From an optimization exercise on the open Yosys and OpenROAD flow, aimed at small area, a short achievable clock period and few clock cycles per item; shortcuts taken in it are not production practice.
At most, simulation tests tie the RTL to the original design; equivalence was not proved.
No activity file was given, so power comes from the tool's default toggle rates.

==> flow/design.v <==
`timescale 1ns / 1ps
module acc_cpu(
	input clk,
	input rst,
	output [7:0] imem_addr,
	input [15:0] imem_rdata,
	output dmem_req,
	output dmem_we,
	output [7:0] dmem_addr,
	output [7:0] dmem_wdata,
	input dmem_ack,
	input [7:0] dmem_rdata,
	input [7:0] in_data,
	input in_valid,
	output in_ready,
	output [7:0] out_data,
	output out_valid,
	input out_ready,
	output halted,
	output [7:0] acc,
	output flag_c,
	output flag_z,
	output flag_v
);
localparam S_EXE = 3'b000;   
localparam S_RD1 = 3'b001;   
localparam S_RD2 = 3'b011;   
localparam S_ST  = 3'b010;   
localparam S_OVF = 3'b100;   
localparam S_MUL = 3'b101;   
localparam S_DIV = 3'b110;   
localparam S_HLT = 3'b111;   
reg [2:0] state;
reg [7:0] pc;        
reg [7:0] ACC;
reg C, Z, V;
reg [7:0] RET, IRET;
reg [3:0] HVPI;
reg [7:0] P;         
reg [2:0] cnt;       
reg mdone;           
wire exe = (state == S_EXE);
wire rd1 = (state == S_RD1);
wire rd2 = (state == S_RD2);
wire sst = (state == S_ST);
wire ovf = (state == S_OVF);
wire mul = (state == S_MUL);
wire div = (state == S_DIV);
wire rdv = rd1 | rd2;
wire [4:0] op = imem_rdata[15:11];
wire [2:0] md = imem_rdata[10:8];
wire [7:0] n = imem_rdata[7:0];
wire is_alu = (op[4:3] == 2'b00);
wire is_ld  = (op == 5'b01000);
wire is_st  = (op == 5'b01001);
wire is_shl = (op == 5'b01010);
wire is_shr = (op == 5'b01011);
wire is_in  = (op == 5'b01100);
wire is_out = (op == 5'b01101);
wire is_hlt = (op == 5'b01110);
wire is_hv  = (op == 5'b01111);
wire is_mul = (op == 5'b11000);
wire is_div = (op == 5'b11001);
wire is_br  = (op == 5'b11010);
wire is_bz  = (op == 5'b11011);
wire is_jsr = (op == 5'b11100);
wire is_rts = (op == 5'b11101);
wire is_rti = (op == 5'b11110);
wire is_bad = (op[4:3] == 2'b10) | (op == 5'b11111);
wire aluld = is_alu | is_ld;
wire bad_mode = aluld & (md[2] | (md[1] & md[0]));
wire m0 = (md == 3'd0);
wire rd = aluld & ~md[2] & (md[1] ^ md[0]);
wire hv0 = (HVPI == 4'd0);
wire ovf_en = hv0 | HVPI[0];
wire bi_en = hv0 | HVPI[1];
wire ba_en = hv0 | HVPI[2];
wire [7:0] a = div ? {P[6:0], ACC[7]} : ACC;
wire [7:0] b = rdv ? dmem_rdata : mul ? P : n;
wire [2:0] f = op[2:0];
wire [7:0] bx = b ^ {8{f[0]}};
wire [7:0] g0 = a & bx;
wire [7:0] p0 = a ^ bx;
wire [7:0] t0 = a | bx;
wire [7:0] G1, T1, G2, T2, G3;
assign G1[0] = g0[0] | (t0[0] & f[0]);
genvar gi;
generate for (gi = 1; gi < 8; gi = gi + 1) begin : pf1
	assign G1[gi] = g0[gi] | (t0[gi] & g0[gi-1]);
	assign T1[gi] = t0[gi] & t0[gi-1];
end endgenerate
assign G2[0] = G1[0];
assign G2[1] = G1[1] | (T1[1] & f[0]);
generate for (gi = 2; gi < 8; gi = gi + 1) begin : pf2
	assign G2[gi] = G1[gi] | (T1[gi] & (gi == 2 ? G1[0] : G1[gi-2]));
	if (gi >= 3) begin : t2
		assign T2[gi] = T1[gi] & T1[gi-2];
	end
end endgenerate
assign G3[0] = G2[0];
assign G3[1] = G2[1];
assign G3[2] = G2[2];
assign G3[3] = G2[3] | (T2[3] & f[0]);
generate for (gi = 4; gi < 8; gi = gi + 1) begin : pf3
	assign G3[gi] = G2[gi] | (T2[gi] & G3[gi-4]);
end endgenerate
wire [8:0] cy = {G3, f[0]};
wire c8 = cy[8];
wire [7:0] sum = p0 ^ cy[7:0];
reg [7:0] res;
always @(*) begin
	case (f[2:1])
	2'b00: res = sum;
	2'b01: res = a | bx;
	2'b10: res = a & bx;
	default: res = f[0] ? bx : ~a;
	endcase
end
wire vout = cy[7] ^ c8;
wire zsum = (p0 == {t0[6:0], f[0]});
wire zres = (f[2:1] == 2'b00) ? zsum : (res == 8'd0);
reg mbit, mnext;
always @(*) begin
	case (cnt)
	3'd0: begin mbit = n[0]; mnext = (n[7:2] == 6'd0); end
	3'd1: begin mbit = n[1]; mnext = (n[7:3] == 5'd0); end
	3'd2: begin mbit = n[2]; mnext = (n[7:4] == 4'd0); end
	3'd3: begin mbit = n[3]; mnext = (n[7:5] == 3'd0); end
	3'd4: begin mbit = n[4]; mnext = (n[7:6] == 2'd0); end
	3'd5: begin mbit = n[5]; mnext = ~n[7]; end
	default: begin mbit = n[cnt]; mnext = 1'b1; end
	endcase
end
wire dge = P[7] | c8;
wire nz = (n == 8'd0);
wire dq0 = (n == 8'd1) & ACC[7];    
wire ex_now = exe & aluld & m0;
wire ex_rd = (rd1 & ~md[1] | rd2) & dmem_ack;
wire ex = ex_now | ex_rd;
wire ex_alu = ex & is_alu;
wire ex_ld = ex & is_ld;
wire [7:0] pc1 = pc + 8'd1;
wire j_n   = exe & (is_br | (is_bz & Z) | is_jsr);
wire j_ret = exe & is_rts;
wire j_iret = exe & is_rti;
wire j_110 = exe & is_bad & bi_en;
wire j_120 = exe & bad_mode & ba_en;
wire stay_exe = rd | is_st | (is_in & ~in_valid) | (is_out & ~out_ready) | is_hlt | is_mul | is_div;
wire stall = (exe & stay_exe) | (rd1 & ~(dmem_ack & ~md[1])) | (rd2 & ~dmem_ack) |
	(sst & ~dmem_ack) | (mul & ~mdone) | (div & (cnt != 3'd7)) | (state == S_HLT);
wire jmp = j_n | j_ret | j_iret | j_110 | j_120 | ovf;
wire s_pc1 = ~stall & ~jmp;
wire [7:0] nxt = ({8{stall}} & pc) | ({8{s_pc1}} & pc1) | ({8{j_n}} & n) |
	({8{j_ret}} & RET) | ({8{j_iret}} & IRET) |
	({8{ovf}} & 8'd100) | ({8{j_110}} & 8'd110) | ({8{j_120}} & 8'd120);
assign imem_addr = nxt & {8{~rst}};
assign dmem_req = ~rst & ((exe & (rd | is_st)) | rdv | sst);
assign dmem_we = sst | (exe & is_st);
assign dmem_addr = rd2 ? P : n;
assign dmem_wdata = ACC;
assign in_ready = ~rst & exe & is_in;
assign out_valid = ~rst & exe & is_out;
assign out_data = ACC;
assign halted = (state == S_HLT);
assign acc = ACC;
assign flag_c = C;
assign flag_z = Z;
assign flag_v = V;
wire div_go = exe & is_div & ~nz & c8;      
wire div_0 = exe & is_div & ~nz & ~c8;      
wire div_ff = exe & is_div & nz;            
wire acc_res = ex_alu | (mul & mbit);
wire acc_b = ex_ld;
wire acc_in = exe & is_in & in_valid;
wire acc_shl = (exe & is_shl) | div | div_go;
wire acc_shr = exe & is_shr;
wire acc_ff = div_ff;
wire acc_clr = div_0 | (exe & is_mul & ~n[0]);
wire acc_keep = ~(acc_res | acc_b | acc_in | acc_shl | acc_shr | acc_ff | acc_clr);
wire shl_in = div ? dge : div_go & dq0;
wire [7:0] acc_nx = ({8{acc_res}} & res) | ({8{acc_b}} & b) | ({8{acc_in}} & in_data) |
	({8{acc_shl}} & {ACC[6:0], shl_in}) | ({8{acc_shr}} & {1'b0, ACC[7:1]}) |
	{8{acc_ff}} | ({8{acc_keep}} & ACC);
wire p_ptr = rd1 & dmem_ack;
wire p_sub = div & dge;
wire p_shift = mul | (div & ~dge);
wire p_mstart = exe & is_mul;
wire p_dfirst = div_go;
wire p_keep = ~(p_ptr | p_sub | p_shift | p_mstart | p_dfirst | div_0);
wire [7:0] p_nx = ({8{p_ptr}} & dmem_rdata) | ({8{p_sub}} & sum) |
	({8{p_shift}} & {P[6:0], div & ACC[7]}) | ({8{p_mstart}} & {ACC[6:0], 1'b0}) |
	{7'd0, p_dfirst & ACC[7] & ~dq0} | ({8{p_keep}} & P);
reg [2:0] st_nx;
always @(*) begin
	st_nx = state;
	case (state)
	S_EXE: begin
		if (ex_now) st_nx = (is_alu & vout & ovf_en) ? S_OVF : S_EXE;
		else if (rd) st_nx = S_RD1;
		else if (is_st) st_nx = S_ST;
		else if (is_hlt) st_nx = S_HLT;
		else if (is_mul) st_nx = S_MUL;
		else if (is_div) st_nx = S_DIV;
	end
	S_RD1: if (dmem_ack) st_nx = md[1] ? S_RD2 : (is_alu & vout & ovf_en) ? S_OVF : S_EXE;
	S_RD2: if (dmem_ack) st_nx = (is_alu & vout & ovf_en) ? S_OVF : S_EXE;
	S_ST: if (dmem_ack) st_nx = S_EXE;
	S_OVF: st_nx = S_EXE;
	S_MUL: if (mdone) st_nx = S_EXE;
	S_DIV: if (cnt == 3'd7) st_nx = S_EXE;
	default: st_nx = state;
	endcase
end
always @(posedge clk) begin
	pc <= imem_addr;
	P <= p_nx;
	mdone <= mnext;
	if (rst) begin
		state <= S_EXE;
		ACC <= 8'd0;
		C <= 1'b0;
		Z <= 1'b0;
		V <= 1'b0;
		RET <= 8'd0;
		IRET <= 8'd0;
		HVPI <= 4'd0;
		cnt <= 3'd0;
	end else begin
		state <= st_nx;
		ACC <= acc_nx;
		if (ex_alu) begin
			C <= c8;
			Z <= zres;
			V <= vout;
		end
		if ((ex_alu & vout & ovf_en) | j_110 | j_120) IRET <= pc1;
		if (exe & is_jsr) RET <= pc1;
		if (exe & is_hv) HVPI <= n[3:0];
		if (div_0 | div_ff) cnt <= 3'd7;
		else if ((exe & is_mul) | div_go | div | (mul & ~mdone)) cnt <= cnt + 3'd1;
		else if (mul) cnt <= 3'd0;
	end
end
endmodule
==> flow/config.mk <==
export PLATFORM = sky130hd
export DESIGN_NAME = acc_cpu
export DESIGN_NICKNAME = acc_cpu
export VERILOG_FILES = /design/flow/design.v
export SDC_FILE = /design/flow/constraint.sdc
export NUM_CORES = 4
export LEC_CHECK = 0
export CAP_MARGIN = 20
export CORE_MARGIN = 2
export CORE_UTILIZATION = 40
export PLACE_DENSITY = 0.6
export SETUP_SLACK_MARGIN = 2.5
export SLEW_MARGIN = 20
==> flow/constraint.sdc <==
create_clock -name core_clock -period 7.0 [get_ports {clk}]
set_input_delay 1.4000 -clock core_clock [delete_from_list [all_inputs] [get_ports {clk}]]
set_output_delay 1.4000 -clock core_clock [all_outputs]
set_load 0.01 [all_outputs]
standard.sh (not shown) runs the stock make flow with config.mk's settings and CLKGATE_MAP_FILE= SYNTH_SCRIPT=/design/flow/synth_recipe.tcl, a recipe that flattens the netlist after the stock synthesis.
==> flow/flow/run.sh <==
#!/bin/bash
# Standard layout, with plain buf_1 cells as the port buffers.
bash standard.sh 'BUFFER_PORTS_ARGS=-buffer_cell sky130_fd_sc_hd__buf_1' > standard.log 2>&1
Testbench counts at the start, summed over its fixed seeds: cycles 162,768, programs 480.
Change:
--- a/flow/design.v
+++ b/flow/design.v
@@ -67,11 +67,13 @@
 wire is_rts = (op == 5'b11101);
 wire is_rti = (op == 5'b11110);
 wire is_bad = (op[4:3] == 2'b10) | (op == 5'b11111);
 wire aluld = is_alu | is_ld;
-wire bad_mode = aluld & (md[2] | (md[1] & md[0]));
 wire m0 = (md == 3'd0);
-wire rd = aluld & ~md[2] & (md[1] ^ md[0]);
+wire m1 = (md == 3'd1);
+wire m2 = (md == 3'd2);
+wire bad_mode = aluld & ~(m0 | m1 | m2);
+wire rd = aluld & (m1 | m2);
 wire hv0 = (HVPI == 4'd0);
 wire ovf_en = hv0 | HVPI[0];
 wire bi_en = hv0 | HVPI[1];
 wire ba_en = hv0 | HVPI[2];
=>
- worst hold slack gets better by 0.023 ns
- via count fell by 1.4%
- power drops by 1.7%
- design area decreases by 0.55%
- routed wire length shrinks by 1.5%
For the second run of this note, only the layout was checked, not whether the RTL still works.

what the ideal ports hide:
In the flow no input, the clock included, has a driving cell. The finished layouts below were timed again as built, in two steps.
Step 1: set_driving_cell puts a clkbuf_16 on clk and a buf_2 on each other input, an assumption about the parent block.
Step 2, shift: input delay + t, output delay - t, t = (earliest + latest rising clock arrival at the registers) / 2. This alone moves slack from input paths to output paths.
a / b / c = ideal / step 1 / step 2; a / b = the first two.
| run | shift t [ns] | setup slack, ns | clock arrival spread, ns | worst data-port slew with drivers (ns) | cell pins on the clock port's net |
|---|---|---|---|---|---|
| the first run | 0.339 | 2.204 / 2.174 / 2.057 | 0.013 / 0.013 | 0.06 | 1 |
| the second run | 0.333 | 2.234 / 2.188 / 2.188 | 0.008 / 0.008 | 0.06 | 1 |
After both steps setup and hold are still met in every run listed. The setup slack of the first run, which loses most, moves by -0.030 ns with the drivers and by -0.147 ns with both steps.
